What follows belongs to an exercise in optimizing a design on an open flow for small area; a production flow would make more cautious choices. Only simulation tests tie the RTL to the original design; equivalence was not proved. Power is estimated from default activity; no workload was simulated.

==> flow/design.v <==
`timescale 1ns / 1ps
module display_controller(
	input clk,
	input rst,
	output hSync, vSync,
	output reg [9:0] hCount,
	output reg [9:0] vCount,
	output [2:0] divclk,  
	output carry7         
	);
	reg [1:0] phase;  
	wire tick = ~phase[1] & ~phase[0];
	assign divclk = {hCount[0] ^ (phase[1] | phase[0]), phase};
	assign carry7 = phase[1] & phase[0] & ~(|hCount[4:0]);
	wire hEnd = hCount[9] & hCount[8] & (&hCount[4:0]);
	wire vEnd = vCount[9] & vCount[3] & vCount[2];
	reg [9:0] hn, vn;
	reg hc, vc;
	integer i;
	always @(*) begin
		hc = tick;
		vc = tick & hEnd;
		for (i = 0; i < 10; i = i + 1) begin
			hn[i] = hCount[i] ^ hc;
			hc = hCount[i] & hc;
			vn[i] = vCount[i] ^ vc;
			vc = vCount[i] & vc;
		end
	end
	always @(posedge clk) begin
		phase <= rst ? 2'd0 : {phase[1] ^ phase[0], ~phase[0]};
		hCount <= (rst | (tick & hEnd)) ? 10'd0 : hn;
		vCount <= (rst | (tick & hEnd & vEnd)) ? 10'd0 : vn;
	end
	assign hSync = ~(hCount[9] | hCount[8] | hCount[7] | (hCount[6] & hCount[5]));
	assign vSync = ~(|vCount[9:1]);
endmodule
`timescale 1ns / 1ps
module pong_vga_bitchange(
	input clk,
	input rst,
	input p1_button_u,
	input p1_button_d,
	input p2_button_u,
	input p2_button_d,
	input start_btn,
	input [2:0] divclk,
	input [9:0] hCount, vCount,
	output white,
	output reg [3:0] score1,
	output reg [3:0] score2
	);
	function ge(input [10:0] x, input [10:0] c);
		integer i;
		reg r;
		begin
			r = 1'b1;
			for (i = 0; i < 11; i = i + 1)
				r = c[i] ? (x[i] & r) : (x[i] | r);
			ge = r;
		end
	endfunction
	function [10:0] inc(input [10:0] x, input c);
		integer i;
		reg k;
		begin
			k = c;
			for (i = 0; i < 11; i = i + 1) begin
				inc[i] = x[i] ^ k;
				k = x[i] & k;
			end
		end
	endfunction
	function [10:0] add(input [10:0] a, input [10:0] b, input c);
		integer i;
		reg k;
		begin
			k = c;
			for (i = 0; i < 11; i = i + 1) begin
				add[i] = a[i] ^ b[i] ^ k;
				k = (a[i] & b[i]) | (k & (a[i] ^ b[i]));
			end
		end
	endfunction
	reg enable;
	reg [5:0] I, J;
	reg [6:0] K;
	reg [8:0] p1_paddle_mid, p2_paddle_mid;
	reg [9:0] nbx, nby;   
	wire [9:0] ball_mid_x = ~nbx;
	wire [9:0] ball_mid_y = ~nby;
	reg [1:0] trajectory_sign;  
	reg [1:0] ball_shift_y;     
	wire run = enable & ~rst;
	wire start = start_btn & ~enable;
	wire s1_ten = score1[3] & score1[1];
	wire s2_ten = score2[3] & score2[1];
	wire goal1 = enable & ~start_btn & ge(ball_mid_x, 722);
	wire goal2 = enable & ~start_btn & ge(ball_mid_x, 5) & ~ge(ball_mid_x, 206);
	wire clr = rst | (start & (s1_ten | s2_ten));
	wire [10:0] s1n = inc(score1, goal1);
	wire [10:0] s2n = inc(score2, goal2);
	always @(posedge clk) begin
		enable <= ~rst & (start | (enable & ~goal1 & ~goal2));
		score1 <= clr ? 4'd0 : s1n[3:0];
		score2 <= clr ? 4'd0 : s2n[3:0];
	end
	wire hq = ge(hCount, 144) & ~ge(hCount, 785);
	wire u1 = p1_button_u & hq & ge(p1_paddle_mid, 64);
	wire d1 = ~u1 & p1_button_d & hq & ~ge(p1_paddle_mid, 485);
	wire u2 = p2_button_u & hq & ge(p2_paddle_mid, 64);
	wire d2 = ~u2 & p2_button_d & hq & ~ge(p2_paddle_mid, 485);
	wire st1 = enable & (u1 | d1);
	wire st2 = enable & (u2 | d2);
	wire iw = I[5] & I[4] & I[1];  
	wire jw = J[5] & J[4] & J[1];  
	wire [10:0] In = inc(I, st1);
	wire [10:0] Jn = inc(J, st2);
	wire [10:0] m1n = add(p1_paddle_mid, {11{u1 & iw}}, d1 & iw);
	wire [10:0] m2n = add(p2_paddle_mid, {11{u2 & jw}}, d2 & jw);
	always @(posedge clk) begin
		I <= (rst | (st1 & iw)) ? 6'd0 : In[5:0];
		J <= (rst | (st2 & jw)) ? 6'd0 : Jn[5:0];
		p1_paddle_mid <= run ? m1n[8:0] : 9'd275;
		p2_paddle_mid <= run ? m2n[8:0] : 9'd275;
	end
	wire kw = K[6] & K[5] & K[2];  
	wire move = enable & kw;
	wire [10:0] Kn = inc(K, enable);
	wire xr = trajectory_sign[0], yu = trajectory_sign[1];
	wire sx2 = ball_shift_y[1];
	wire [10:0] ndx = move ? ~{{9{~xr}}, sx2 | ~xr, ~sx2} : 11'h7ff;
	wire [10:0] ndy = move ? (yu ? {9'd0, ball_shift_y} : {9'h1ff, ~ball_shift_y}) : 11'd0;
	wire [10:0] nbxs = add(nbx, ndx, 1'b1);
	wire [10:0] nbys = add(nby, ndy, move & ~yu);
	wire [9:0] bx = ~nbxs[9:0];
	wire [9:0] by = ~nbys[9:0];
	wire wall_lo = ge(by, 511);
	wire wall_hi = ge(by, 5) & ~ge(by, 40);
	wire [8:0] pm = bx[9] ? p2_paddle_mid : p1_paddle_mid;
	wire [10:0] e = add({2'b0, pm}, {1'b1, nbys[9:0]}, 1'b1);  
	wire [10:0] es = {~e[10], e[9:0]};                         
	wire near = ge(es, 1024 - 29) & ~ge(es, 1024 + 30);
	wire edg = ~ge(es, 1024 - 17);
	wire hit1 = ge(bx, 205) & ~ge(bx, 216) & near;
	wire hit2 = ge(bx, 712) & ~ge(bx, 723) & near;
	always @(posedge clk) begin
		K <= (rst | move) ? 7'd0 : Kn[6:0];
		nbx <= run ? nbxs[9:0] : ~10'd464;
		nby <= run ? nbys[9:0] : ~10'd275;
		if (rst) begin
			trajectory_sign <= 2'b00;
			ball_shift_y <= 2'd1;
		end else if (start) begin
			trajectory_sign <= divclk[1:0];
			ball_shift_y <= {divclk[2], ~divclk[2]};
		end else if (enable) begin
			if (hit1)
				trajectory_sign <= {trajectory_sign[1], 1'b1};
			else if (hit2)
				trajectory_sign <= {trajectory_sign[1], 1'b0};
			else if (wall_lo)
				trajectory_sign <= {1'b1, trajectory_sign[0]};
			else if (wall_hi)
				trajectory_sign <= {1'b0, trajectory_sign[0]};
			if ((hit1 | hit2) & edg)
				ball_shift_y <= 2'd3;
		end
	end
	wire [8:0] nqm = hCount[9] ? ~p2_paddle_mid : ~p1_paddle_mid;
	wire [10:0] f = add({1'b0, vCount}, {2'b11, nqm}, 1'b1);
	wire [10:0] fs = {~f[10], f[9:0]};
	wire pad = (ge(fs, 1024 - 30) & ~ge(fs, 1024 + 31)) &
		((ge(hCount, 200) & ~ge(hCount, 211)) | (ge(hCount, 717) & ~ge(hCount, 728)));
	wire [10:0] gx = add({1'b0, hCount}, {1'b1, nbx}, 1'b1);
	wire [10:0] gy = add({1'b0, vCount}, {1'b1, nby}, 1'b1);
	wire [10:0] gxs = {~gx[10], gx[9:0]};
	wire [10:0] gys = {~gy[10], gy[9:0]};
	wire ball = ge(ball_mid_x, 5) & ge(ball_mid_y, 5) &
		ge(gxs, 1024 - 5) & ~ge(gxs, 1024 + 6) & ge(gys, 1024 - 5) & ~ge(gys, 1024 + 6);
	wire [3:0] s = hCount[9] ? score2 : score1;
	wire z0 = s == 4'd0, z1 = s == 4'd1, z2 = s == 4'd2, z3 = s == 4'd3, z4 = s == 4'd4,
		z5 = s == 4'd5, z6 = s == 4'd6, z7 = s == 4'd7, z8 = s == 4'd8, z9 = s == 4'd9,
		z10 = s == 4'd10;
	wire g1 = z0 | z2 | z3 | z5 | z6 | z7 | z8 | z9 | z10;
	wire g2 = z0 | z1 | z2 | z3 | z4 | z7 | z8 | z9 | z10;
	wire g3 = z0 | z1 | z3 | z4 | z5 | z6 | z7 | z8 | z9 | z10;
	wire g4 = z0 | z2 | z3 | z5 | z6 | z8 | z10;
	wire g5 = z0 | z2 | z6 | z8 | z10;
	wire g6 = z0 | z4 | z5 | z6 | z8 | z9 | z10;
	wire g7 = z2 | z3 | z4 | z5 | z6 | z8 | z9;
	wire v1  = ge(vCount, 44) & ~ge(vCount, 50);
	wire v26 = ge(vCount, 50) & ~ge(vCount, 65);
	wire v35 = ge(vCount, 65) & ~ge(vCount, 80);
	wire v4  = ge(vCount, 80) & ~ge(vCount, 85);
	wire v7  = ge(vCount, 63) & ~ge(vCount, 68);
	wire vo  = ge(vCount, 44) & ~ge(vCount, 85);
	wire hl = (ge(hCount, 337) & ~ge(hCount, 343)) | (ge(hCount, 570) & ~ge(hCount, 576));
	wire hr = (ge(hCount, 352) & ~ge(hCount, 358)) | (ge(hCount, 585) & ~ge(hCount, 591));
	wire ha = (ge(hCount, 337) & ~ge(hCount, 358)) | (ge(hCount, 570) & ~ge(hCount, 591));
	wire ho = (ge(hCount, 317) & ~ge(hCount, 323)) | (ge(hCount, 550) & ~ge(hCount, 556));
	wire dig = (ha & ((g1 & v1) | (g4 & v4) | (g7 & v7))) |
		(hr & ((g2 & v26) | (g3 & v35))) |
		(hl & ((g6 & v26) | (g5 & v35))) |
		(ho & z10 & vo);
	assign white = pad | ball | dig;
endmodule
`timescale 1ns / 1ps
module counter(
	input clk,
	input rst,
	input cin,                   
	input [3:0] displayNumber1,  
	input [3:0] displayNumber2,  
	output [7:0] anode,
	output [6:0] ssdOut
	);
	reg [20:7] refresh;
	reg [20:7] nxt;
	reg c;
	integer i;
	always @(*) begin
		c = cin;
		for (i = 7; i < 21; i = i + 1) begin
			nxt[i] = refresh[i] ^ c;
			c = refresh[i] & c;
		end
	end
	always @(posedge clk)
		refresh <= rst ? 14'd0 : nxt;
	wire [2:0] sel = refresh[20:18];
	wire [3:0] num = sel[2] ? displayNumber2 : displayNumber1;
	wire ten = num[3] & num[1];
	wire [3:0] digit = (sel[1:0] == 2'd2) ? {3'd0, ten} :
		((sel[1:0] == 2'd3) & ~ten) ? num : 4'd0;
	assign anode = ~(8'b10000000 >> sel);
	wire d0 = digit == 4'd0, d1 = digit == 4'd1, d2 = digit == 4'd2, d3 = digit == 4'd3,
		d4 = digit == 4'd4, d5 = digit == 4'd5, d6 = digit == 4'd6, d7 = digit == 4'd7,
		d8 = digit == 4'd8, d9 = digit == 4'd9;
	assign ssdOut[6] = d1 | d4;                  
	assign ssdOut[5] = d5 | d6;                  
	assign ssdOut[4] = d2;                       
	assign ssdOut[3] = d1 | d4 | d7;             
	assign ssdOut[2] = d1 | d3 | d4 | d5 | d7 | d9;  
	assign ssdOut[1] = d1 | d2 | d3 | d7;        
	assign ssdOut[0] = d0 | d1 | d7;             
endmodule
`timescale 1ns / 1ps
module pong_vga_top(
	input ClkPort,
	input rst,  
	input BtnC,
	input BtnU,
	input BtnD,
	input BtnL,
	input BtnR,
	output hSync, vSync,
	output [3:0] vgaR, vgaG, vgaB,
	output An0, An1, An2, An3, An4, An5, An6, An7,
	output Ca, Cb, Cc, Cd, Ce, Cf, Cg, Dp,
	output MemOE, MemWR, RamCS, QuadSpiFlashCS
	);
	wire [9:0] hc, vc;
	wire [3:0] score1, score2;
	wire [6:0] ssdOut;
	wire [7:0] anode;
	wire [2:0] divclk;  
	wire carry7;        
	wire white;
	display_controller dc(.clk(ClkPort), .rst(rst), .hSync(hSync), .vSync(vSync),
		.hCount(hc), .vCount(vc), .divclk(divclk), .carry7(carry7));
	counter cnt(.clk(ClkPort), .rst(rst), .cin(carry7), .displayNumber1(score1), .displayNumber2(score2),
		.anode(anode), .ssdOut(ssdOut));
	pong_vga_bitchange vbc(.clk(ClkPort), .rst(rst), .start_btn(BtnC), .divclk(divclk),
		.p1_button_u(BtnL), .p1_button_d(BtnD), .p2_button_u(BtnU), .p2_button_d(BtnR),
		.hCount(hc), .vCount(vc), .white(white), .score1(score1), .score2(score2));
	assign Dp = 1;
	assign {Ca, Cb, Cc, Cd, Ce, Cf, Cg} = ssdOut;
	assign {An7, An6, An5, An4, An3, An2, An1, An0} = anode;
	assign vgaR = {4{white}};
	assign vgaG = {4{white}};
	assign vgaB = {4{white}};
	assign {MemOE, MemWR, RamCS, QuadSpiFlashCS} = 4'b1111;
endmodule
==> flow/flow/run.sh <==
#!/bin/bash
# Own layout flow: the standard flow (standard.sh) with these changes in how
# the layout is made:
#  - ABC maps the logic with an area-oriented script (abc.script here) instead
#    of ORFS's speed script, whose buffering and upsizing aim at delay;
#  - Yosys's synth runs without its early "abc -fast", so the full adders
#    are extracted from the written-out carry chains without inverters;
#  - the port buffers that global placement adds are sky130_fd_sc_hd__buf_1.
# Everything else (synthesis passes, floorplan, power grid, taps, CTS, routing)
# is the standard flow. Each tool's output goes to a log in this folder.
set -euo pipefail
here=$(pwd)
rm -rf "$here/scripts_mod"
cp -r "$FLOW_HOME/scripts" "$here/scripts_mod"
cp "$here/flow/abc.script" "$here/scripts_mod/abc_area.script"
export SCRIPTS_DIR="$here/scripts_mod"
export ABC_AREA=1
export SYNTH_ARGS=-noabc
export BUFFER_PORTS_ARGS="-buffer_cell sky130_fd_sc_hd__buf_1"
bash standard.sh > "$here/standard_flow.log" 2>&1
==> flow/flow/abc.script <==
strash
dch
map -a
&get -n
&st
&dch
&nf -R 1000
&put
topo
dnsize -c
==> flow/standard.sh <==
#!/bin/bash
# synth_recipe.tcl (not shown) runs the flow's synth.tcl, then flattens the netlist and writes it again
# the make line also repeats each setting of config.mk as NAME=value (left out here)
make -C /OpenROAD-flow-scripts/flow DESIGN_CONFIG=/design/flow/config.mk WORK_HOME=/design/flow/orfs CLKGATE_MAP_FILE= SYNTH_SCRIPT=/design/flow/synth_recipe.tcl "${@:-finish}"
==> flow/config.mk <==
export PLATFORM = sky130hd
export DESIGN_NAME = pong_vga_top
export DESIGN_NICKNAME = pong_vga_top
export VERILOG_FILES = /design/flow/design.v
export SDC_FILE = /design/flow/constraint.sdc
export NUM_CORES = 4
export LEC_CHECK = 0
export CAP_MARGIN = 20
export CORE_MARGIN = 2
export CORE_UTILIZATION = 40
export CTS_BUF_LIST = sky130_fd_sc_hd__clkbuf_2 sky130_fd_sc_hd__clkbuf_4 sky130_fd_sc_hd__clkbuf_8
export SLEW_MARGIN = 20
==> flow/constraint.sdc <==
create_clock -name core_clock -period 120.0 [get_ports {ClkPort}]
set_input_delay 24.0000 -clock core_clock [delete_from_list [all_inputs] [get_ports {ClkPort}]]
set_output_delay 24.0000 -clock core_clock [all_outputs]
set_load 0.01 [all_outputs]
==> results of run 1 <==
==> kinds of logic after synthesis <==
| kind of cell | synth area share (%) |
|---|---|
| muxes | 4.36 |
| and+or+nand+nor | 20.8 |
| AOI/OAI and AO/OA | 8.90 |
| other | 0.0534 |
| adders and majority gates | 30.3 |
| buffers and inverters | 3.53 |
| DFF | 30.2 |
| xor gates and xnor gates | 1.87 |
==> placed cells by master (no fill, tap or decap), types with 13 or more instances in the layout <==
master	Yosys	layout
mux2i_1	16	16
and2_0	51	51
o21ai_0	29	28
dfxtp_1	106	106
clkinv_1	32	32
nor2b_1	15	15
mux2_1	13	13
nor2_1	74	74
nor3_1	18	18
fa_1	67	67
nand2_1	41	41
buf_1	0	34
a21oi_1	21	21
nand4_1	15	15
nand3_1	14	14
or3_1	21	21
ha_1	63	63
==> area by class of cell <==
class                      instances  area share [%]
timing repair buffer              41            2.34
multi-input combinational        561            61.5
sequential                       106            27.9
inverter                          32            1.58
clock inverter                     5           0.890
clock buffer                      11            1.99
tap                              225            3.71
==> report_power, final <==
group          internal, uW  switching (uW)  leakage, uW  total, uW
registers              35.6           0.594     0.000857       36.2
logic                 0.988            1.93      0.00212       2.92
clock network          11.2            13.8     0.000113       25.0
==> routing by layer <==
layer / GRT usage, % / share of wire [%]
met1: 23.9 / 46
met2: 30.0 / 48
met3: 3.33 / 4.2
met4: 5.90 / 1.7
met5: 0 / 0
==> registers in the layout, summed over array words and instances (netlist names) <==
register and count:
dc.phase 2, vbc.score1 4, vbc.p2_paddle_mid 9, vbc.ball_shift_y 2, vbc.nby 10, vbc.I 6
dc.vCount 10, dc.hCount 10, vbc.K 7, vbc.trajectory_sign 2, vbc.score2 4, vbc.enable 1
vbc.nbx 10, vbc.J 6, cnt.refresh 14, vbc.p1_paddle_mid 9
==> worst min-delay path by stage <==
stage / end / slack, ns / depth (start not counted)
4_1_cts: vbc.ball_shift_y[0] / 0.51 / 1
3_5_place_dp: vbc.ball_shift_y[0] / 0.48 / 1
2_1_floorplan: dc.phase[0] / 0.43 / 1
5_1_grt: vbc.ball_shift_y[0] / 0.52 / 1
6_report: vbc.ball_shift_y[0] / 0.50 / 1
3_3_place_gp: dc.phase[0] / 0.47 / 1
==> critical path, cell delays in order, from the launching register on <==
cell	delay [ns]
dfxtp_1	0.41
clkinv_1	0.08
ha_1	0.14
clkinv_1	0.08
fa_1	0.43
fa_1	0.43
fa_1	0.42
fa_1	0.43
fa_1	0.43
fa_1	0.44
fa_1	0.44
fa_1	0.43
fa_1	0.54
nand2_1	0.06
o41ai_1	0.37
nand4_1	0.14
o221ai_1	0.09
a221oi_1	0.07
o21ai_1	0.38
buf_1	0.21
==> per-stage QoR <==
stage / instance area, um2 / instances / total power, uW / worst slack [ns] / hold slack (ns)
final: 7590 / 981 / 64.1 / 89.56 / 0.503
after global routing: 7590 / 981 / 66.9 / 88.99 / 0.521
after CTS: 7590 / 981 / 64.8 / 89.44 / 0.505
after detailed placement: 7370 / 965 / 39.9 / 89.90 / 0.479
after global placement: 7370 / 965 / 39.8 / 90.04 / 0.474
after floorplan: 7040 / 716 / 38.8 / 89.83 / 0.433
==> impl_metrics.py, run 1 <==
metrics = {
    "floorplanning": {
        "core_um2": 17200,
        "die_h_um": 137,
        "rows": 48,
        "pin_count": 41,
        "start_util_pct": 40.8,
        "fp.dieW_um": 137,
        "die_area_um2": 18600,
    },
    "synth": {
        "synth_area_leader_cell": "dfxtp_1",
        "synth_top_area_share_pct": 30.2,
        "avgSynthCellArea_um2": 9.87,
        "synth-warning-count": 3,
        "synth_area_um2": 7030,
        "synth-edff-count": 0,
        "synth_flop_cell": "dfxtp_1",
        "synth_common_cells": "dfxtp_1, nor2_1, fa_1, ha_1, and2_0",
        "synth-seq-cells": 106,
        "ys_seq_area_share_pct": 30.2,
        "synthArstFlopShare_pct": 0,
        "synth_area_leaders": "dfxtp_1, fa_1, ha_1",
        "synth_cell_types": 48,
        "synthCells": 712,
        "yosysMostFrequentCell": "dfxtp_1",
    },
    "clocking": {
        "cts.sinks": 106,
        "post_cts_buffers": 0,
        "clkTransAtPathRegs_ns": 0.11,
        "cts_htree_levels": 3,
        "cts_resized": 0,
        "cts_tree": "built",
        "cts_inserted_buffers": 9,
        "root_buffer": "clkbuf_8",
        "clock_path_buffers": 2,
        "worstSkewPairLatency_ns": 0.40,
        "hold_buffers": 0,
    },
    "layout": {
        "area_growth_pct": 8.05,
        "multi_input_area_um2": 4670,
        "fin_util_pct": 44.0,
        "antenna_cells": 0,
        "register_area_um2": 2120,
        "fillCellCount": 1616,
        "drive_above_1_share_pct": 3.04,
        "finalNetCount": 888,
    },
    "worst_setup_path": {
        "cp-startpoint": "dc.hCount[0]",
        "reg2reg_depth": 33,
        "crit_type": "flop to primary output",
        "crit_fanout": 12,
        "cp-endpoint": "vgaB[1]",
        "regToRegSetupSlack_ns": 108.47,
        "r2r_end": "vbc.ball_shift_y[1]",
        "critPathRequiredTime_ns": 96.00,
        "critPathCaptureType": "primary output",
        "cp-start-kind": "flop",
        "cp.arrival_ns": 6.44,
        "r2r_start": "vbc.enable",
    },
    "detailed_routing": {
        "vias": 5359,
        "ant_nets": 0,
        "drt_first_iter_violations": 336,
        "viasPerCell": 5.46,
        "wl_per_cell_um": 15.7,
        "drc": 0,
        "drtPass1Iterations": 5,
        "wirelength_um": 15400,
    },
    "global_routing": {
        "grtUsageTotal_pct": 18.1,
        "grt_overflow": 0,
        "grt_max_degree": 48,
        "grt_first_pass_wirelength_um": 26400,
        "grt_antenna_before_repair": 0,
        "grt_pass1_vias": 5292,
    },
    "placement": {
        "place.port_buffers": 35,
        "gp_congestion": 0.900,
        "dpl.hpwl_um": 11800,
    },
    "timing": {
        "clock_skew_ns": 0.0142,
        "slew_headroom_pct": 36.3,
        "worst_pin_slew_ns": 0.947,
        "rsz0062_at_grt": "no",
        "hold_violations": 0,
        "setup_viol_count_final": 0,
        "fmax_mhz": 32.9,
        "slew_violations": 0,
        "period_share_pct": 25.4,
        "min_period_ns": 30.44,
        "tns_ns": 0,
    },
    "hold_path": {
        "min_path_type": "flop to flop",
        "hold_start": "vbc.ball_shift_y[0]",
    },
    "power_and_ir_drop": {
        "ir_worst_vdd_uv": 5.05,
        "power.density_nw_per_um2": 8.44,
        "p_leak_uw": 0.00309,
    },
    "run": {
        "drv_cap": 0,
    },
    "run_status": {
        "status": "finished clean",
    },
}
==> run 2, diff against run 1 <==
--- a/flow/flow/run.sh
+++ b/flow/flow/run.sh
@@ -17,4 +17,5 @@
 export ABC_AREA=1
 export SYNTH_ARGS=-noabc
+export CTS_ARGS="-sink_clustering_enable -repair_clock_nets -buf_list {sky130_fd_sc_hd__clkbuf_4 sky130_fd_sc_hd__clkbuf_8} -dont_use_dummy_load"
 export BUFFER_PORTS_ARGS="-buffer_cell sky130_fd_sc_hd__buf_1"
 bash standard.sh > "$here/standard_flow.log" 2>&1
==> impl_metrics.py, run 2 <==
metrics = {
    "detailed_routing": {
        "wirelength_um": 15300,
        "drtPass1Iterations": 5,
        "viasPerCell": 5.48,
        "wl_per_cell_um": 15.7,
        "vias": 5333,
        "drc": 0,
        "ant_nets": 0,
        "drt_first_iter_violations": 384,
    },
    "layout": {
        "fin_area_um2": 7500,
        "fillCellCount": 1626,
        "area_growth_pct": 6.70,
        "final_cell_mix": "dfxtp_1, nor2_1, fa_1, ha_1, and2_0",
        "register_area_um2": 2120,
        "drive_above_1_share_pct": 2.14,
        "multi_input_area_um2": 4670,
        "finalNetCount": 888,
        "layout_commonest_cell": "dfxtp_1",
        "regMostFlops": "cnt.refresh",
        "largest_reg_flops": 14,
        "layout.cells.non_filler": 974,
        "antenna_cells": 0,
    },
    "placement": {
        "dpl.hpwl_um": 11800,
        "gp_congestion": 0.900,
        "place_area_um2": 7370,
        "placed_cells": 965,
        "place.port_buffers": 35,
    },
    "timing": {
        "setup_viol_count_final": 0,
        "tns_ns": 0,
        "worst_pin_slew_ns": 0.878,
        "rsz0062_at_grt": "no",
        "slew_violations": 0,
        "clock_skew_ns": 0.0355,
        "fmax_mhz": 32.9,
        "min_period_ns": 30.43,
        "period_share_pct": 25.4,
        "slew_headroom_pct": 41.0,
        "hold_violations": 0,
    },
    "synth": {
        "synth_cell_types": 48,
        "synth-warning-count": 3,
        "ys_seq_area_share_pct": 30.2,
        "avgSynthCellArea_um2": 9.87,
        "synth_area_leaders": "dfxtp_1, fa_1, ha_1",
        "synth_common_cells": "dfxtp_1, nor2_1, fa_1, ha_1, and2_0",
        "synthArstFlopShare_pct": 0,
        "synth_area_leader_cell": "dfxtp_1",
        "synth-edff-count": 0,
        "synthCells": 712,
        "synth_area_um2": 7030,
        "synth_flop_cell": "dfxtp_1",
        "synth-seq-cells": 106,
        "yosysMostFrequentCell": "dfxtp_1",
        "synth_top_area_share_pct": 30.2,
    },
    "floorplanning": {
        "die_area_um2": 18600,
        "pin_count": 41,
        "fp.dieW_um": 137,
        "core_um2": 17200,
        "rows": 48,
        "die_h_um": 137,
        "start_util_pct": 40.8,
    },
    "clocking": {
        "cts_tree": "built",
        "cts_htree_levels": 3,
        "cts_inserted_buffers": 9,
        "root_buffer": "clkbuf_8",
        "cts.sinks": 106,
        "clock_path_buffers": 2,
        "post_cts_buffers": 0,
        "clkTransAtPathRegs_ns": 0.11,
        "worstSkewPairLatency_ns": 0.40,
        "hold_buffers": 0,
        "cts_resized": 0,
    },
    "global_routing": {
        "use_met1_pct": 23.7,
        "grt_pass1_vias": 5271,
        "grt_antenna_before_repair": 0,
        "grt_first_pass_wirelength_um": 26100,
        "use_met3_pct": 3.44,
        "globalRouteMet2Util_pct": 29.7,
        "grtUsageTotal_pct": 17.9,
        "top_usage_layer": "met2",
        "grt_max_degree": 48,
        "grt_overflow": 0,
    },
    "worst_setup_path": {
        "crit_type": "flop to primary output",
        "cp.arrival_ns": 6.43,
        "cp_cell_sequence": "clkinv_1 > ha_1 > clkinv_1 > fa_1 > fa_1 > fa_1 > fa_1 > fa_1 > fa_1 > fa_1 > fa_1 > fa_1 > nand2_1 > o41ai_1 > nand4_1 > o221ai_1 > a221oi_1 > o21ai_1 > buf_1",
        "worst-path-buf-inv": 3,
        "crit_fanout": 12,
        "critPathRequiredTime_ns": 96.00,
        "cp_top_family": "adder cells",
        "cp-start-kind": "flop",
        "critPathCaptureType": "primary output",
        "crit_path_top_delay_cell": "fa_1",
        "max_stage_delay_ns": 0.54,
        "crit_top_cell": "fa_1",
    },
    "hold_path": {
        "min_path_type": "flop to flop",
    },
    "run_status": {
        "status": "finished clean",
    },
    "power_and_ir_drop": {
        "p_leak_uw": 0.00304,
        "ir_worst_vdd_uv": 5.04,
        "power.density_nw_per_um2": 7.66,
        "finalPower_uw": 57.4,
    },
    "run": {
        "drv_cap": 0,
    },
}
-- run 2: cell count changes in the layout (fill, tap and decap cells not counted), sizes merged --
cell,delta
inv,-4
bufinv,-1
clkbuf,-2
-- run 2: routing by layer --
layer,up-vias,wire (um)
met3,21,627
met5,-,0
met2,126,7310
met4,0,238
li1,2555,-
met1,2631,7080
-- run 2: layout make-up --
cell class              instances  share of cell area, %
clock buffers                   9                   1.65
inverters                      32                   1.60
multi-input cells             561                   62.3
flip-flops and latches        106                   28.3
well taps                     225                   3.76
repair buffers                 41                   2.37
-- run 2: where the power goes --
group	leakage [uW]	switching, uW	total (uW)	internal (uW)
Clock	0.0000647	11.5	18.3	6.77
Combinational	0.00212	1.94	2.93	0.987
Sequential	0.000857	0.599	36.2	35.6
-- run 2: per-stage QoR --
stage | util, % | setup slack, ns | hold WS [ns]
after global routing | 43.5 | 89.00 | 0.517
after floorplan | - | 89.83 | 0.433
after detailed placement | 42.8 | 89.90 | 0.479
final | 43.5 | 89.57 | 0.500
after CTS | 43.5 | 89.45 | 0.502
after global placement | 42.8 | 90.04 | 0.474
-- run 2: cells by family (layout without fill, tap and decap cells) --
family | after synthesis | in the layout | synth area share [%]
adder cells (fa/ha/maj) | 130 | 130 | 30.3
AND/OR/NAND/NOR | 283 | 283 | 20.8
multiplexers | 29 | 29 | 4.36
other | 1 | 5 | 0.0534
flip-flops | 106 | 106 | 30.2
XOR/XNOR | 15 | 15 | 1.87
buffers and inverters | 49 | 82 | 3.53
AO/OA/AOI/OAI | 99 | 99 | 8.90
-- run 2: path summary, 6_finish.rpt --
check                       from  cells after the start             endpoint  slack [ns]
min          vbc.ball_shift_y[0]                      1  vbc.ball_shift_y[0]        0.50
max reg2reg           vbc.enable                     33  vbc.ball_shift_y[1]      108.47
max                 dc.hCount[0]                     19              vgaB[1]       89.57
min reg2reg  vbc.ball_shift_y[0]                      1  vbc.ball_shift_y[0]        0.50
==> run 3, diff against run 2 <==
--- a/flow/flow/run.sh
+++ b/flow/flow/run.sh
@@ -17,5 +17,5 @@
 export ABC_AREA=1
 export SYNTH_ARGS=-noabc
-export CTS_ARGS="-sink_clustering_enable -repair_clock_nets -buf_list {sky130_fd_sc_hd__clkbuf_4 sky130_fd_sc_hd__clkbuf_8} -dont_use_dummy_load"
+export CTS_ARGS="-sink_clustering_enable -repair_clock_nets -buf_list {sky130_fd_sc_hd__clkbuf_2 sky130_fd_sc_hd__clkbuf_4 sky130_fd_sc_hd__clkbuf_8} -sink_clustering_size 10 -sink_clustering_max_diameter 60 -dont_use_dummy_load"
 export BUFFER_PORTS_ARGS="-buffer_cell sky130_fd_sc_hd__buf_1"
 bash standard.sh > "$here/standard_flow.log" 2>&1
==> impl_metrics.py, run 3 <==
metrics = {
    "run_status": {
        "status": "finished clean",
    },
    "clocking": {
        "post_cts_buffers": 0,
        "cts.sinks": 106,
        "clkTransAtPathRegs_ns": 0.11,
        "cts_tree": "built",
        "clock_path_buffers": 2,
        "root_buffer": "clkbuf_8",
        "cts_inserted_buffers": 9,
        "cts_htree_levels": 3,
        "hold_buffers": 0,
        "worstSkewPairLatency_ns": 0.40,
        "cts_resized": 0,
    },
    "worst_setup_path": {
        "crit_type": "flop to primary output",
        "crit_fanout": 12,
        "critPathCaptureType": "primary output",
        "critPathRequiredTime_ns": 96.00,
        "cp-start-kind": "flop",
        "cp.arrival_ns": 6.43,
    },
    "timing": {
        "worst_pin_slew_ns": 0.878,
        "min_period_ns": 30.43,
        "tns_ns": 0,
        "setup_viol_count_final": 0,
        "slew_violations": 0,
        "fmax_mhz": 32.9,
        "clock_skew_ns": 0.0355,
        "period_share_pct": 25.4,
        "slew_headroom_pct": 41.0,
        "hold_violations": 0,
        "rsz0062_at_grt": "no",
    },
    "detailed_routing": {
        "drtPass1Iterations": 5,
        "viasPerCell": 5.48,
        "drt_first_iter_violations": 384,
        "wl_per_cell_um": 15.7,
        "ant_nets": 0,
        "wirelength_um": 15300,
        "vias": 5333,
        "drc": 0,
    },
    "floorplanning": {
        "core_um2": 17200,
        "start_util_pct": 40.8,
        "die_area_um2": 18600,
        "die_h_um": 137,
        "pin_count": 41,
        "fp.dieW_um": 137,
        "rows": 48,
    },
    "layout": {
        "final_cell_mix": "dfxtp_1, nor2_1, fa_1, ha_1, and2_0",
        "regMostFlops": "cnt.refresh",
        "area_growth_pct": 6.70,
        "fin_util_pct": 43.5,
        "layout.cells.non_filler": 974,
        "largest_reg_flops": 14,
        "finalNetCount": 888,
        "register_area_um2": 2120,
        "fillCellCount": 1626,
        "antenna_cells": 0,
        "multi_input_area_um2": 4670,
        "drive_above_1_share_pct": 2.14,
        "layout_commonest_cell": "dfxtp_1",
    },
    "synth": {
        "synth_area_um2": 7030,
        "synth_area_leaders": "dfxtp_1, fa_1, ha_1",
        "synth_area_leader_cell": "dfxtp_1",
        "synth_common_cells": "dfxtp_1, nor2_1, fa_1, ha_1, and2_0",
        "avgSynthCellArea_um2": 9.87,
        "synth_cell_types": 48,
        "synth-edff-count": 0,
        "synth-warning-count": 3,
        "yosysMostFrequentCell": "dfxtp_1",
        "synthCells": 712,
        "synth_top_area_share_pct": 30.2,
        "synthArstFlopShare_pct": 0,
        "ys_seq_area_share_pct": 30.2,
        "synth-seq-cells": 106,
        "synth_flop_cell": "dfxtp_1",
    },
    "global_routing": {
        "grt_max_degree": 48,
        "grtUsageTotal_pct": 17.9,
        "grt_pass1_vias": 5271,
        "grt_antenna_before_repair": 0,
        "grt_first_pass_wirelength_um": 26100,
        "grt_overflow": 0,
    },
    "power_and_ir_drop": {
        "ir_worst_vdd_uv": 5.04,
        "p_leak_uw": 0.00304,
        "power.density_nw_per_um2": 7.66,
        "finalPower_uw": 57.4,
    },
    "placement": {
        "dpl.hpwl_um": 11800,
        "gp_congestion": 0.900,
        "place.port_buffers": 35,
        "placed_cells": 965,
    },
    "hold_path": {
        "min_path_type": "flop to flop",
    },
    "run": {
        "drv_cap": 0,
    },
}
run 3: critical path, cell delays in order (launching register included):
cell and delay (ns):
dfxtp_1 0.41, clkinv_1 0.08, ha_1 0.14, clkinv_1 0.08, fa_1 0.43, fa_1 0.43
fa_1 0.42, fa_1 0.43, fa_1 0.43, fa_1 0.44, fa_1 0.44, fa_1 0.43
fa_1 0.54, nand2_1 0.06, o41ai_1 0.37, nand4_1 0.14, o221ai_1 0.09, a221oi_1 0.07
o21ai_1 0.38, buf_1 0.21
run 3: metrics by stage:
| step | area, um2 | hold slack (ns) | setup slack [ns] |
|---|---|---|---|
| after floorplan | 7040 | 0.433 | 89.83 |
| after global placement | 7370 | 0.474 | 90.04 |
| after detailed placement | 7370 | 0.479 | 89.90 |
| after CTS | 7500 | 0.502 | 89.45 |
| after global routing | 7500 | 0.517 | 89.00 |
| final | 7500 | 0.500 | 89.57 |
run 3: logic make-up after synthesis:
logic type | after synthesis | synth area share [%]
AO/OA/AOI/OAI | 99 | 8.90
XOR/XNOR | 15 | 1.87
adder cells (fa/ha/maj) | 130 | 30.3
buffers and inverters | 49 | 3.53
flip-flops | 106 | 30.2
multiplexers | 29 | 4.36
other | 1 | 0.0534
AND/OR/NAND/NOR | 283 | 20.8
run 3: final cells by class:
type,count,area share [%]
multi-input combinational,561,62.3
sequential,106,28.3
tap,225,3.76
timing repair buffer,41,2.37
clock buffer,9,1.65
inverter,32,1.60
run 3: final timing paths:
kind | slack, ns | startpoint | endpoint | cells past startpoint
setup reg to reg | 108.47 | vbc.enable | vbc.ball_shift_y[1] | 33
hold / removal | 0.50 | vbc.ball_shift_y[0] | vbc.ball_shift_y[0] | 1
hold reg to reg | 0.50 | vbc.ball_shift_y[0] | vbc.ball_shift_y[0] | 1
setup / recovery | 89.57 | dc.hCount[0] | vgaB[1] | 19
run 3: routing by layer:
metal  GRT usage (%)  up-vias  part of all wire (%)
li1                -     2555                     -
met1            23.7     2631                    46
met2            29.7      126                    48
met3            3.44       21                   4.1
met4            5.38        0                   1.6
met5               0        -                     0
run 3: where the power goes:
group          internal (uW)  switching, uW  total, uW
Sequential              35.6          0.599       36.2
Combinational          0.987           1.94       2.93
Clock                   6.77           11.5       18.3
==> run 4, diff against run 3 <==
--- a/flow/design.v
+++ b/flow/design.v
@@ -86,8 +86,7 @@
 	reg [5:0] I, J;
 	reg [6:0] K;
-	reg [8:0] p1_paddle_mid, p2_paddle_mid;
-	reg [9:0] nbx, nby;   
-	wire [9:0] ball_mid_x = ~nbx;
-	wire [9:0] ball_mid_y = ~nby;
+	reg [8:0] p1_top, p2_top;
+	reg [9:0] nbx, nby;
+	wire [9:0] xo = ~nbx;
 	reg [1:0] trajectory_sign;  
 	reg [1:0] ball_shift_y;     
@@ -96,6 +95,6 @@
 	wire s1_ten = score1[3] & score1[1];
 	wire s2_ten = score2[3] & score2[1];
-	wire goal1 = enable & ~start_btn & ge(ball_mid_x, 722);
-	wire goal2 = enable & ~start_btn & ge(ball_mid_x, 5) & ~ge(ball_mid_x, 206);
+	wire goal1 = enable & ~start_btn & ge(xo, 717) & ~ge(xo, 1019);
+	wire goal2 = enable & ~start_btn & ~ge(xo, 201);
 	wire clr = rst | (start & (s1_ten | s2_ten));
 	wire [10:0] s1n = inc(score1, goal1);
@@ -107,8 +106,8 @@
 	end
 	wire hq = ge(hCount, 144) & ~ge(hCount, 785);
-	wire u1 = p1_button_u & hq & ge(p1_paddle_mid, 64);
-	wire d1 = ~u1 & p1_button_d & hq & ~ge(p1_paddle_mid, 485);
-	wire u2 = p2_button_u & hq & ge(p2_paddle_mid, 64);
-	wire d2 = ~u2 & p2_button_d & hq & ~ge(p2_paddle_mid, 485);
+	wire u1 = p1_button_u & hq & ge(p1_top, 34);
+	wire d1 = ~u1 & p1_button_d & hq & ~ge(p1_top, 455);
+	wire u2 = p2_button_u & hq & ge(p2_top, 34);
+	wire d2 = ~u2 & p2_button_d & hq & ~ge(p2_top, 455);
 	wire st1 = enable & (u1 | d1);
 	wire st2 = enable & (u2 | d2);
@@ -117,11 +116,11 @@
 	wire [10:0] In = inc(I, st1);
 	wire [10:0] Jn = inc(J, st2);
-	wire [10:0] m1n = add(p1_paddle_mid, {11{u1 & iw}}, d1 & iw);
-	wire [10:0] m2n = add(p2_paddle_mid, {11{u2 & jw}}, d2 & jw);
+	wire [10:0] t1n = add(p1_top, {11{u1 & iw}}, d1 & iw);
+	wire [10:0] t2n = add(p2_top, {11{u2 & jw}}, d2 & jw);
 	always @(posedge clk) begin
 		I <= (rst | (st1 & iw)) ? 6'd0 : In[5:0];
 		J <= (rst | (st2 & jw)) ? 6'd0 : Jn[5:0];
-		p1_paddle_mid <= run ? m1n[8:0] : 9'd275;
-		p2_paddle_mid <= run ? m2n[8:0] : 9'd275;
+		p1_top <= run ? t1n[8:0] : 9'd245;
+		p2_top <= run ? t2n[8:0] : 9'd245;
 	end
 	wire kw = K[6] & K[5] & K[2];  
@@ -134,19 +133,19 @@
 	wire [10:0] nbxs = add(nbx, ndx, 1'b1);
 	wire [10:0] nbys = add(nby, ndy, move & ~yu);
-	wire [9:0] bx = ~nbxs[9:0];
-	wire [9:0] by = ~nbys[9:0];
-	wire wall_lo = ge(by, 511);
-	wire wall_hi = ge(by, 5) & ~ge(by, 40);
-	wire [8:0] pm = bx[9] ? p2_paddle_mid : p1_paddle_mid;
-	wire [10:0] e = add({2'b0, pm}, {1'b1, nbys[9:0]}, 1'b1);  
-	wire [10:0] es = {~e[10], e[9:0]};                         
-	wire near = ge(es, 1024 - 29) & ~ge(es, 1024 + 30);
-	wire edg = ~ge(es, 1024 - 17);
-	wire hit1 = ge(bx, 205) & ~ge(bx, 216) & near;
-	wire hit2 = ge(bx, 712) & ~ge(bx, 723) & near;
+	wire [9:0] bxo = ~nbxs[9:0];  
+	wire [9:0] byo = ~nbys[9:0];  
+	wire wall_lo = ge(byo, 506);
+	wire wall_hi = ~ge(byo, 35);
+	wire [8:0] pt = bxo[9] ? p2_top : p1_top;
+	wire [10:0] c = add({2'b0, pt}, {1'b0, nbys[9:0]}, 1'b1);
+	wire [9:0] cs = {~c[9], c[8:0]};  
+	wire near = ge(cs, 512 - 54) & ~ge(cs, 512 + 5);   
+	wire edg = ~ge(cs, 512 - 42);                      
+	wire hit1 = ge(bxo, 200) & ~ge(bxo, 211) & near;   
+	wire hit2 = ge(bxo, 707) & ~ge(bxo, 718) & near;   
 	always @(posedge clk) begin
 		K <= (rst | move) ? 7'd0 : Kn[6:0];
-		nbx <= run ? nbxs[9:0] : ~10'd464;
-		nby <= run ? nbys[9:0] : ~10'd275;
+		nbx <= run ? nbxs[9:0] : ~10'd459;
+		nby <= run ? nbys[9:0] : ~10'd270;
 		if (rst) begin
 			trajectory_sign <= 2'b00;
@@ -168,15 +167,11 @@
 		end
 	end
-	wire [8:0] nqm = hCount[9] ? ~p2_paddle_mid : ~p1_paddle_mid;
-	wire [10:0] f = add({1'b0, vCount}, {2'b11, nqm}, 1'b1);
-	wire [10:0] fs = {~f[10], f[9:0]};
-	wire pad = (ge(fs, 1024 - 30) & ~ge(fs, 1024 + 31)) &
+	wire [8:0] nqt = hCount[9] ? ~p2_top : ~p1_top;
+	wire [10:0] f = add({1'b0, vCount}, {1'b0, 1'b1, nqt}, 1'b1);  
+	wire pad = f[10] & ~ge(f[9:0], 61) &
 		((ge(hCount, 200) & ~ge(hCount, 211)) | (ge(hCount, 717) & ~ge(hCount, 728)));
-	wire [10:0] gx = add({1'b0, hCount}, {1'b1, nbx}, 1'b1);
-	wire [10:0] gy = add({1'b0, vCount}, {1'b1, nby}, 1'b1);
-	wire [10:0] gxs = {~gx[10], gx[9:0]};
-	wire [10:0] gys = {~gy[10], gy[9:0]};
-	wire ball = ge(ball_mid_x, 5) & ge(ball_mid_y, 5) &
-		ge(gxs, 1024 - 5) & ~ge(gxs, 1024 + 6) & ge(gys, 1024 - 5) & ~ge(gys, 1024 + 6);
+	wire [10:0] gx = add({1'b0, hCount}, {1'b0, nbx}, 1'b1);
+	wire [10:0] gy = add({1'b0, vCount}, {1'b0, nby}, 1'b1);
+	wire ball = gx[10] & ~ge(gx[9:0], 11) & gy[10] & ~ge(gy[9:0], 11);
 	wire [3:0] s = hCount[9] ? score2 : score1;
 	wire z0 = s == 4'd0, z1 = s == 4'd1, z2 = s == 4'd2, z3 = s == 4'd3, z4 = s == 4'd4,
--- a/flow/flow/run.sh
+++ b/flow/flow/run.sh
@@ -17,5 +17,5 @@
 export ABC_AREA=1
 export SYNTH_ARGS=-noabc
-export CTS_ARGS="-sink_clustering_enable -repair_clock_nets -buf_list {sky130_fd_sc_hd__clkbuf_2 sky130_fd_sc_hd__clkbuf_4 sky130_fd_sc_hd__clkbuf_8} -sink_clustering_size 10 -sink_clustering_max_diameter 60 -dont_use_dummy_load"
+export CTS_ARGS="-sink_clustering_enable -repair_clock_nets -buf_list {sky130_fd_sc_hd__clkbuf_4 sky130_fd_sc_hd__clkbuf_8} -dont_use_dummy_load"
 export BUFFER_PORTS_ARGS="-buffer_cell sky130_fd_sc_hd__buf_1"
 bash standard.sh > "$here/standard_flow.log" 2>&1
--- a/flow/config.mk
+++ b/flow/config.mk
@@ -8,5 +8,4 @@
 export CAP_MARGIN = 20
 export CORE_MARGIN = 2
-export CORE_UTILIZATION = 40
-export CTS_BUF_LIST = sky130_fd_sc_hd__clkbuf_2 sky130_fd_sc_hd__clkbuf_4 sky130_fd_sc_hd__clkbuf_8
+export CORE_UTILIZATION = 70
 export SLEW_MARGIN = 20
==> impl_metrics.py, run 4 <==
metrics = {
    "run": {
        "drv_cap": 0,
    },
    "timing": {
        "worst_pin_slew_ns": 0.867,
        "clock_skew_ns": 0.0199,
        "period_share_pct": 25.2,
        "setup_viol_count_final": 0,
        "hold_violations": 0,
        "tns_ns": 0,
        "slew_violations": 0,
        "slew_headroom_pct": 42.0,
        "rsz0062_at_grt": "no",
        "min_period_ns": 30.19,
        "fmax_mhz": 33.1,
    },
    "run_status": {
        "status": "finished clean",
    },
    "synth": {
        "synth_common_cells": "dfxtp_1, fa_1, ha_1, and2_0, nor2_1",
        "synth_area_leaders": "dfxtp_1, fa_1, ha_1",
        "synth-warning-count": 3,
        "synth-edff-count": 0,
        "synth_top_area_share_pct": 30.6,
        "synth_cell_types": 55,
        "synthCells": 685,
        "synth-seq-cells": 106,
        "avgSynthCellArea_um2": 10.1,
        "synth_area_um2": 6940,
        "synth_area_leader_cell": "dfxtp_1",
        "synth_flop_cell": "dfxtp_1",
        "ys_seq_area_share_pct": 30.6,
        "yosysMostFrequentCell": "dfxtp_1",
        "synthArstFlopShare_pct": 0,
    },
    "global_routing": {
        "grt_pass1_vias": 5220,
        "grtUsageTotal_pct": 29.1,
        "grt_first_pass_wirelength_um": 25000,
        "grt_antenna_before_repair": 0,
        "grt_max_degree": 35,
        "grt_overflow": 0,
    },
    "power_and_ir_drop": {
        "power.density_nw_per_um2": 7.82,
        "finalPower_uw": 57.1,
        "p_leak_uw": 0.00299,
        "ir_worst_vdd_uv": 8.07,
    },
    "worst_setup_path": {
        "cp-start-kind": "flop",
        "crit_fanout": 28,
        "cp-startpoint": "dc.hCount[9]",
        "critPathRequiredTime_ns": 96.00,
        "regToRegSetupSlack_ns": 108.22,
        "r2r_start": "vbc.enable",
        "critPathCaptureType": "primary output",
        "cp.arrival_ns": 6.19,
        "crit_type": "flop to primary output",
    },
    "clocking": {
        "worstSkewPairLatency_ns": 0.37,
        "clock_path_buffers": 2,
        "cts_inserted_buffers": 9,
        "root_buffer": "clkbuf_8",
        "cts.sinks": 106,
        "post_cts_buffers": 0,
        "clkTransAtPathRegs_ns": 0.09,
        "hold_buffers": 0,
        "cts_tree": "built",
        "cts_htree_levels": 3,
        "cts_resized": 0,
    },
    "floorplanning": {
        "fp.dieW_um": 104,
        "pin_count": 41,
        "start_util_pct": 71.7,
        "die_h_um": 104,
        "die_area_um2": 10700,
        "core_um2": 9680,
        "rows": 36,
    },
    "layout": {
        "antenna_cells": 0,
        "regMostFlops": "cnt.refresh",
        "final_cell_mix": "dfxtp_1, fa_1, ha_1, and2_0, nor2_1",
        "area_growth_pct": 5.14,
        "layout_commonest_cell": "dfxtp_1",
        "drive_above_1_share_pct": 2.22,
        "finalNetCount": 860,
        "largest_reg_flops": 14,
        "fin_util_pct": 75.4,
        "fin_area_um2": 7300,
    },
    "placement": {
        "gp_congestion": 0.925,
        "place_area_um2": 7170,
        "dpl.hpwl_um": 11500,
        "place.port_buffers": 35,
    },
    "detailed_routing": {
        "drtPass1Iterations": 5,
        "viasPerCell": 5.96,
        "drc": 0,
        "wirelength_um": 14700,
        "vias": 5095,
        "drt_first_iter_violations": 304,
        "wl_per_cell_um": 17.2,
        "ant_nets": 0,
    },
    "hold_path": {
        "min_path_type": "flop to flop",
        "hold_start": "dc.phase[0]",
    },
}
[run 4: cell types whose count changed in the layout (fill, tap and decap cells not counted), sizes merged, moves of 5 or more]
cell    before  now
and3         8    2
nand2b       5   25
nor2b       15   22
nor2        74   43
or3         21    5
clkinv      32   25
and2        51   58
a211oi       2    7
nor4        10    4
[run 4: layout make-up]
cell class / instances / area, um2
Inverter: 25 / 93.8
Tap cell: 133 / 166
Clock buffer: 9 / 124
Timing Repair Buffer: 41 / 176
Sequential cell: 106 / 2120
Fill cell: 707 / 2390
Multi-Input combinational cell: 541 / 4620
[run 4: logic make-up after synthesis]
kind of cell | share of synthesized area, %
flip-flops | 30.6
adder cells (fa/ha/maj) | 30.5
AND/OR/NAND/NOR | 20.2
XOR/XNOR | 2.02
other | 0.0540
multiplexers | 3.95
buffers and inverters | 3.19
AO/OA/AOI/OAI | 9.52
[run 4: final timing paths]
kind / cells after the start / endpoint
max: 19 / vgaG[0]
min: 1 / dc.phase[0]
max reg2reg: 35 / vbc.ball_shift_y[0]
min reg2reg: 1 / dc.phase[0]
[run 4: worst max-delay path, stage by stage, from the launching register on]
cell and delay (ns):
dfxtp_1 0.32, buf_4 0.34, mux2_1 0.21, ha_1 0.14, clkinv_1 0.08, fa_1 0.41, fa_1 0.42, fa_1 0.43
fa_1 0.43, fa_1 0.45, fa_1 0.45, fa_1 0.45, fa_1 0.41, clkinv_1 0.06, ha_1 0.11, nand4_1 0.08
o41ai_1 0.42, a21oi_1 0.12, nand2_1 0.27, buf_1 0.20
[run 4: stage by stage]
| stage | setup slack (ns) | cells | hold WS, ns |
|---|---|---|---|
| final | 89.81 | 855 | 0.472 |
| after global routing | 89.51 | 855 | 0.513 |
| after CTS | 89.76 | 855 | 0.467 |
| after detailed placement | 90.20 | 846 | 0.445 |
| after global placement | 90.37 | 846 | 0.434 |
| after floorplan | 90.26 | 689 | 0.418 |
[run 4: power breakdown]
part | internal, uW | switching, uW
clock network | 6.77 | 11.1
logic | 1.13 | 1.90
registers | 35.6 | 0.595
[run 4: routing by layer]
metal,share of wire [%],GRT usage (%),up-vias
met5,0,0,-
met4,2.1,10.5,0
met3,4.8,4.34,31
met2,51,52.5,179
met1,42,35.5,2435
li1,-,-,2450
==> run 5, diff against run 4 <==
--- a/flow/config.mk
+++ b/flow/config.mk
@@ -8,4 +8,5 @@
 export CAP_MARGIN = 20
 export CORE_MARGIN = 2
-export CORE_UTILIZATION = 70
+export CORE_UTILIZATION = 40
+export CTS_BUF_LIST = sky130_fd_sc_hd__clkbuf_2 sky130_fd_sc_hd__clkbuf_4 sky130_fd_sc_hd__clkbuf_8
 export SLEW_MARGIN = 20
==> impl_metrics.py, run 5 <==
metrics = {
    "run_status": {
        "status": "finished clean",
    },
    "synth": {
        "avgSynthCellArea_um2": 10.1,
        "synth-seq-cells": 106,
        "synth_top_family_by_area": "adder cells",
        "synth_fa_ha_area_share_pct": 30.5,
        "synth_area_leaders": "dfxtp_1, fa_1, ha_1",
        "synth_area_leader_cell": "dfxtp_1",
        "synthCells": 685,
        "synthMuxAreaShare_pct": 3.95,
        "synth_area_um2": 6940,
        "synthArstFlopShare_pct": 0,
        "synth-edff-count": 0,
        "synth_cell_types": 55,
        "yosys.area_share.simple_pct": 20.2,
        "synth_flop_cell": "dfxtp_1",
        "synth-warning-count": 3,
        "synth_top_area_share_pct": 30.6,
        "synth-compound-area-share_pct": 9.52,
        "ys_seq_area_share_pct": 30.6,
        "synth_xor_area_share_pct": 2.02,
        "synth_common_cells": "dfxtp_1, fa_1, ha_1, and2_0, nor2_1",
        "yosysMostFrequentCell": "dfxtp_1",
    },
    "hold_path": {
        "holdPathStages": 1,
        "hold_start": "dc.phase[0]",
        "min_path_type": "flop to flop",
        "whs_endpoint": "dc.phase[0]",
    },
    "timing": {
        "min_period_ns": 30.05,
        "setup_viol_count_final": 0,
        "worst_pin_slew_ns": 0.890,
        "slew_violations": 0,
        "tns_ns": 0,
        "fin_ws_ns": 89.95,
        "period_share_pct": 25.0,
        "slew_headroom_pct": 40.4,
        "hold_violations": 0,
        "rsz0062_at_grt": "no",
        "clock_skew_ns": 0.0355,
        "fmax_mhz": 33.3,
    },
    "worst_setup_path": {
        "crit_fanout": 12,
        "regToRegSetupSlack_ns": 108.15,
        "cp-startpoint": "dc.vCount[0]",
        "cp_cell_sequence": "clkinv_1 > ha_1 > clkinv_1 > fa_1 > fa_1 > fa_1 > fa_1 > fa_1 > fa_1 > fa_1 > fa_1 > fa_1 > nor4_1 > nand4_1 > nand4b_1 > o41ai_1 > a21oi_1 > nand2_1 > buf_1",
        "max_stage_delay_ns": 0.45,
        "cp-start-kind": "flop",
        "cp.arrival_ns": 6.05,
        "critPathRequiredTime_ns": 96.00,
        "critPathCaptureType": "primary output",
        "reg2reg_depth": 35,
        "crit_top_cell": "fa_1",
        "crit_path_top_delay_cell": "fa_1",
        "crit_type": "flop to primary output",
        "r2r_start": "vbc.enable",
        "r2r_end": "vbc.ball_shift_y[0]",
    },
    "clocking": {
        "root_buffer": "clkbuf_8",
        "clkTransAtPathRegs_ns": 0.09,
        "cts_inserted_buffers": 9,
        "cts_tree": "built",
        "hold_buffers": 0,
        "cts_htree_levels": 3,
        "cts_resized": 0,
        "clock_path_buffers": 2,
        "post_cts_buffers": 0,
        "cts.sinks": 106,
        "worstSkewPairLatency_ns": 0.39,
    },
    "global_routing": {
        "grtUsageTotal_pct": 17.6,
        "globalRouteMet2Util_pct": 29.3,
        "grt_antenna_before_repair": 0,
        "grt_max_degree": 34,
        "top_usage_layer": "met2",
        "grt_pass1_vias": 5083,
        "use_met1_pct": 23.2,
        "use_met3_pct": 3.70,
        "grt_overflow": 0,
        "grt_first_pass_wirelength_um": 25400,
    },
    "layout": {
        "regMostFlops": "cnt.refresh",
        "area_growth_pct": 6.74,
        "finalNetCount": 859,
        "largest_reg_flops": 14,
        "drive_above_1_share_pct": 2.36,
        "antenna_cells": 0,
        "layout_commonest_cell": "dfxtp_1",
        "final_cell_mix": "dfxtp_1, fa_1, ha_1, and2_0, nor2_1",
    },
    "placement": {
        "dp_slack_ns": 90.26,
        "place.port_buffers": 35,
        "gp_congestion": 0.854,
        "dpl.hpwl_um": 11800,
    },
    "floorplanning": {
        "core_um2": 17100,
        "pin_count": 41,
        "die_h_um": 136,
        "rows": 48,
        "start_util_pct": 40.6,
        "fp.dieW_um": 136,
        "die_area_um2": 18400,
    },
    "detailed_routing": {
        "ant_nets": 0,
        "viasPerCell": 5.25,
        "wirelength_um": 15000,
        "drt_first_iter_violations": 322,
        "drtPass1Iterations": 5,
        "drc": 0,
        "vias": 4967,
        "wl_per_cell_um": 15.9,
    },
    "run": {
        "drv_cap": 0,
    },
    "power_and_ir_drop": {
        "p_leak_uw": 0.00298,
        "ir_worst_vdd_uv": 5.37,
        "power.density_nw_per_um2": 7.73,
    },
}
[run 5: area by class of cell]
type	instances	area (um2)
Clock buffer	9	124
Fill cell	1680	9710
Inverter	25	93.8
Multi-Input combinational cell	541	4620
Sequential cell	106	2120
Tap cell	225	282
Timing Repair Buffer	40	170
[run 5: power by group]
| part | switching [uW] | leakage, uW | internal [uW] |
|---|---|---|---|
| clock network | 11.4 | 0.0000647 | 6.77 |
| logic | 1.85 | 0.00206 | 1.11 |
| registers | 0.582 | 0.000857 | 35.6 |
| total | 13.8 | 0.00298 | 43.4 |
[run 5: metrics by stage]
step	hold slack, ns	total power (uW)	std cells	util (%)	cell area (um2)
after floorplan	0.418	38.9	689	-	6960
after global placement	0.453	39.8	937	42.6	7280
after detailed placement	0.456	40.0	937	42.6	7280
after CTS	0.475	58.4	946	43.3	7410
after global routing	0.508	60.2	946	43.3	7410
final	0.478	57.3	946	43.3	7410
[run 5: kinds of logic (layout without fill, tap and decap cells)]
group,count (synthesis),in the layout
mux,26,26
simple gates,263,263
fa+ha+maj,129,129
other cells,1,5
compound gates,102,102
flops,106,106
buf+inv,42,74
xor+xnor,16,16
[run 5: how the worst max path moves through the flow]
stage | depth (start not counted) | to
5_1_grt | 19 | vgaB[3]
3_3_place_gp | 19 | vgaR[2]
3_5_place_dp | 19 | vgaB[1]
6_report | 19 | vgaR[2]
2_1_floorplan | 18 | vgaB[0]
4_1_cts | 19 | vgaB[1]
[run 5: worst max-delay path, delay by kind of cell, from the launching register on]
family | cells | cell delay (ns)
adder cells (fa/ha/maj) | 10 | 3.99
AND/OR/NAND/NOR | 4 | 0.74
buffers and inverters | 3 | 0.36
flip-flops | 1 | 0.34
AO/OA/AOI/OAI | 2 | 0.21
[run 5: metal layers]
layer  up-vias  wire length [um]
met3        25               568
met5         -                 0
met4         0               294
met2       101              7180
li1       2447                 -
met1      2394              6990
==> run 6, diff against run 5 <==
--- a/flow/design.v
+++ b/flow/design.v
@@ -175,14 +175,12 @@
 	wire ball = gx[10] & ~ge(gx[9:0], 11) & gy[10] & ~ge(gy[9:0], 11);
 	wire [3:0] s = hCount[9] ? score2 : score1;
-	wire z0 = s == 4'd0, z1 = s == 4'd1, z2 = s == 4'd2, z3 = s == 4'd3, z4 = s == 4'd4,
-		z5 = s == 4'd5, z6 = s == 4'd6, z7 = s == 4'd7, z8 = s == 4'd8, z9 = s == 4'd9,
-		z10 = s == 4'd10;
-	wire g1 = z0 | z2 | z3 | z5 | z6 | z7 | z8 | z9 | z10;
-	wire g2 = z0 | z1 | z2 | z3 | z4 | z7 | z8 | z9 | z10;
-	wire g3 = z0 | z1 | z3 | z4 | z5 | z6 | z7 | z8 | z9 | z10;
-	wire g4 = z0 | z2 | z3 | z5 | z6 | z8 | z10;
-	wire g5 = z0 | z2 | z6 | z8 | z10;
-	wire g6 = z0 | z4 | z5 | z6 | z8 | z9 | z10;
-	wire g7 = z2 | z3 | z4 | z5 | z6 | z8 | z9;
+	wire g1 = s[3] | s[1] | ~(s[2] ^ s[0]);                        
+	wire g2 = s[3] | ~s[2] | ~(s[1] ^ s[0]);                       
+	wire g3 = s[3] | s[2] | ~s[1] | s[0];                          
+	wire g4 = s[2] ? (s[1] ^ s[0]) : (s[1] | ~s[0]);               
+	wire g5 = ~s[0] & (~s[2] | s[1]);                              
+	wire g6 = s[3] | (s[2] & ~(s[1] & s[0])) | ~(s[2] | s[1] | s[0]);  
+	wire g7 = s[3] ? ~s[1] : ((s[2] | s[1]) & ~(s[2] & s[1] & s[0]));  
+	wire z10 = s[3] & s[1];                                        
 	wire v1  = ge(vCount, 44) & ~ge(vCount, 50);
 	wire v26 = ge(vCount, 50) & ~ge(vCount, 65);
--- a/flow/flow/run.sh
+++ b/flow/flow/run.sh
@@ -18,4 +18,5 @@
 export SYNTH_ARGS=-noabc
 export CTS_ARGS="-sink_clustering_enable -repair_clock_nets -buf_list {sky130_fd_sc_hd__clkbuf_4 sky130_fd_sc_hd__clkbuf_8} -dont_use_dummy_load"
+export SKIP_REPAIR_TIE_FANOUT=1
 export BUFFER_PORTS_ARGS="-buffer_cell sky130_fd_sc_hd__buf_1"
 bash standard.sh > "$here/standard_flow.log" 2>&1
==> flow/config.mk (replaced) <==
export PLATFORM = sky130hd
export DESIGN_NAME = pong_vga_top
export DESIGN_NICKNAME = pong_vga_top
export VERILOG_FILES = /design/flow/design.v
export SDC_FILE = /design/flow/constraint.sdc
export NUM_CORES = 4
export LEC_CHECK = 0
export CAP_MARGIN = 0
export CORE_MARGIN = 2
export CORE_UTILIZATION = 40
export SLEW_MARGIN = 0
==> impl_metrics.py, run 6 <==
metrics = {
    "global_routing": {
        "top_usage_layer": "met2",
        "grt_pass1_vias": 4865,
        "grt_overflow": 0,
        "grt_antenna_before_repair": 0,
        "use_met3_pct": 4.00,
        "globalRouteMet2Util_pct": 28.0,
        "grt_first_pass_wirelength_um": 24000,
        "use_met1_pct": 22.0,
        "grtUsageTotal_pct": 16.7,
        "grt_max_degree": 30,
    },
    "synth": {
        "synth_top_family_by_area": "adder cells",
        "synthCells": 678,
        "synth_fa_ha_area_share_pct": 31.0,
        "synth-compound-area-share_pct": 8.61,
        "synth_flop_cell": "dfxtp_1",
        "synth-edff-count": 0,
        "synth_xor_area_share_pct": 1.90,
        "synthArstFlopShare_pct": 0,
        "synth_area_leaders": "dfxtp_1, fa_1, ha_1",
        "synth_area_um2": 6910,
        "synth-seq-cells": 106,
        "synth_area_leader_cell": "dfxtp_1",
        "synthMuxAreaShare_pct": 3.95,
        "yosysMostFrequentCell": "dfxtp_1",
        "ys_seq_area_share_pct": 30.7,
        "synth_cell_types": 48,
        "synth-warning-count": 3,
        "synth_top_area_share_pct": 30.7,
        "yosys.area_share.simple_pct": 20.6,
        "avgSynthCellArea_um2": 10.2,
        "synth_common_cells": "dfxtp_1, fa_1, ha_1, and2_0, nor2_1",
    },
    "power_and_ir_drop": {
        "p_int_uw": 43.3,
        "sw_frac_of_total_pct": 23.4,
        "power.density_nw_per_um2": 7.67,
        "ir_worst_vdd_uv": 6.67,
        "p_clk_share_pct": 31.6,
        "finalPower_uw": 56.5,
        "seq_power_share_pct": 64.0,
        "p_leak_uw": 0.00303,
        "power.switching_uw": 13.2,
        "combPwrFrac_pct": 4.4,
    },
    "worst_setup_path": {
        "reg2reg_depth": 34,
        "r2r_start": "vbc.enable",
        "crit_type": "flop to primary output",
        "regToRegSetupSlack_ns": 108.58,
        "cp-start-kind": "flop",
        "critPathRequiredTime_ns": 96.00,
        "cp.arrival_ns": 6.43,
        "critPathCaptureType": "primary output",
        "crit_fanout": 23,
        "r2r_end": "vbc.ball_shift_y[0]",
    },
    "clocking": {
        "cts_tree": "built",
        "cts.sinks": 106,
        "worstSkewPairLatency_ns": 0.39,
        "post_cts_buffers": 0,
        "cts_inserted_buffers": 9,
        "cts_resized": 0,
        "clkTransAtPathRegs_ns": 0.10,
        "root_buffer": "clkbuf_8",
        "cts_htree_levels": 3,
        "clock_path_buffers": 2,
        "hold_buffers": 0,
    },
    "layout": {
        "layout.cells.non_filler": 935,
        "layout_commonest_cell": "dfxtp_1",
        "fillCellCount": 1643,
        "area_growth_pct": 6.50,
        "final_cell_mix": "dfxtp_1, fa_1, ha_1, and2_0, nor2_1",
        "multi_input_area_um2": 4570,
        "fin_util_pct": 43.0,
        "antenna_cells": 0,
        "drive_above_1_share_pct": 2.11,
        "largest_reg_flops": 14,
        "register_area_um2": 2120,
        "regMostFlops": "cnt.refresh",
        "finalNetCount": 850,
    },
    "hold_path": {
        "hold_start": "dc.phase[0]",
        "holdPathStages": 1,
        "min_path_type": "flop to flop",
        "whs_endpoint": "dc.phase[0]",
    },
    "timing": {
        "hold_violations": 0,
        "period_share_pct": 25.4,
        "tns_ns": 0,
        "slew_violations": 0,
        "setup_viol_count_final": 0,
        "fmax_mhz": 32.9,
        "slew_headroom_pct": 27.5,
        "min_period_ns": 30.43,
        "clock_skew_ns": 0.0337,
        "worst_pin_slew_ns": 1.08,
        "worst_hold_slack_ns": 0.470,
        "rsz0062_at_grt": "no",
    },
    "placement": {
        "gp_congestion": 0.833,
        "placed_cells": 926,
        "dpl.hpwl_um": 11000,
        "place.port_buffers": 35,
    },
    "detailed_routing": {
        "drt_first_iter_violations": 293,
        "drtPass1Iterations": 5,
        "vias": 4892,
        "drc": 0,
        "ant_nets": 0,
        "wirelength_um": 14000,
        "viasPerCell": 5.23,
        "wl_per_cell_um": 15.0,
    },
    "floorplanning": {
        "start_util_pct": 40.4,
        "die_area_um2": 18300,
        "core_um2": 17100,
        "pin_count": 41,
        "rows": 48,
        "die_h_um": 135,
        "fp.dieW_um": 135,
    },
    "run": {
        "drv_cap": 0,
    },
    "run_status": {
        "status": "finished clean",
    },
}
[run 6: worst max-delay path, cell delays in order (launching register included)]
cell,delay (ns)
dfxtp_1,0.32
buf_4,0.32
mux2_1,0.22
ha_1,0.15
clkinv_1,0.08
fa_1,0.41
fa_1,0.42
fa_1,0.42
fa_1,0.42
fa_1,0.44
fa_1,0.43
fa_1,0.43
fa_1,0.41
clkinv_1,0.06
ha_1,0.13
nor3_1,0.05
nand4_1,0.11
nor3_1,0.06
a2111oi_0,0.41
o221ai_1,0.48
buf_1,0.25
[run 6: per-stage QoR]
step                      setup WS (ns)  instance area [um2]
final                             89.57                 7360
after global routing              88.98                 7360
after CTS                         89.49                 7360
after detailed placement          89.95                 7230
after global placement            89.88                 7230
after floorplan                   90.01                 6910
[run 6: worst max-delay path by stage]
stage	start	to
after floorplan	dc.hCount[9]	vgaB[0]
after global placement	dc.hCount[9]	vgaB[0]
after detailed placement	dc.hCount[9]	vgaR[1]
after CTS	dc.hCount[9]	vgaR[1]
after global routing	dc.hCount[9]	vgaB[1]
final	dc.hCount[9]	vgaR[3]
[run 6: cells by family (layout without fill, tap and decap cells)]
kind of cell               count (synthesis)  count (layout)
other                                      1               1
and+or+nand+nor                          263             263
muxes                                     26              26
AOI/OAI and AO/OA                         95              95
DFF                                      106             106
xor gates and xnor gates                  15              15
buffers and inverters                     41              73
adders and majority gates                131             131
[run 6: power by group through the flow]
stage	sequential, uW	clock [uW]	combinational (uW)
2_1_floorplan	36.8	0	1.75
3_3_place_gp	36.9	0	2.42
3_5_place_dp	36.9	0	2.47
4_1_cts	36.1	18.6	2.50
5_1_grt	36.2	19.8	2.82
6_report	36.1	17.9	2.46
[run 6: per-layer routing]
metal | vias to the layer above | wire [um]
li1 | 2415 | -
met1 | 2359 | 6690
met2 | 105 | 6670
met3 | 13 | 521
met4 | 0 | 146
met5 | - | 0
[run 6: area by class of cell]
type / count / area share, %
timing repair buffer: 40 / 2.30
tap: 225 / 3.83
inverter: 24 / 1.22
multi-input combinational: 531 / 62.1
clock buffer: 9 / 1.68
sequential: 106 / 28.8

==> port drivers added, routing unchanged <==
The results above use ideal ports. As a check the final layouts listed here were re-extracted and re-timed, cells and wires unchanged. Step 1 assumes that a clkbuf_16 drives the clock port and a buf_2 every other input. Step 2 times the ports against the registers' clock, not the clock port: input delays grow and output delays shrink by t, the midpoint of the rising clock arrivals with the driver on. Three values: ideal, step 1, step 2; two values: the first two.
run	shift t [ns]	setup slack, ns	worst data-port slew with drivers (ns)
run 1	0.434	89.560 / 89.521 / 89.956	0.05
run 2	0.417	89.568 / 89.529 / 89.946	0.05
run 3	0.417	89.568 / 89.529 / 89.946	0.05
run 4	0.395	89.809 / 89.775 / 90.170	0.04
run 5	0.411	89.947 / 89.912 / 90.324	0.04
run 6	0.407	89.572 / 89.535 / 89.942	0.03
After both steps every run listed still meets setup and hold.
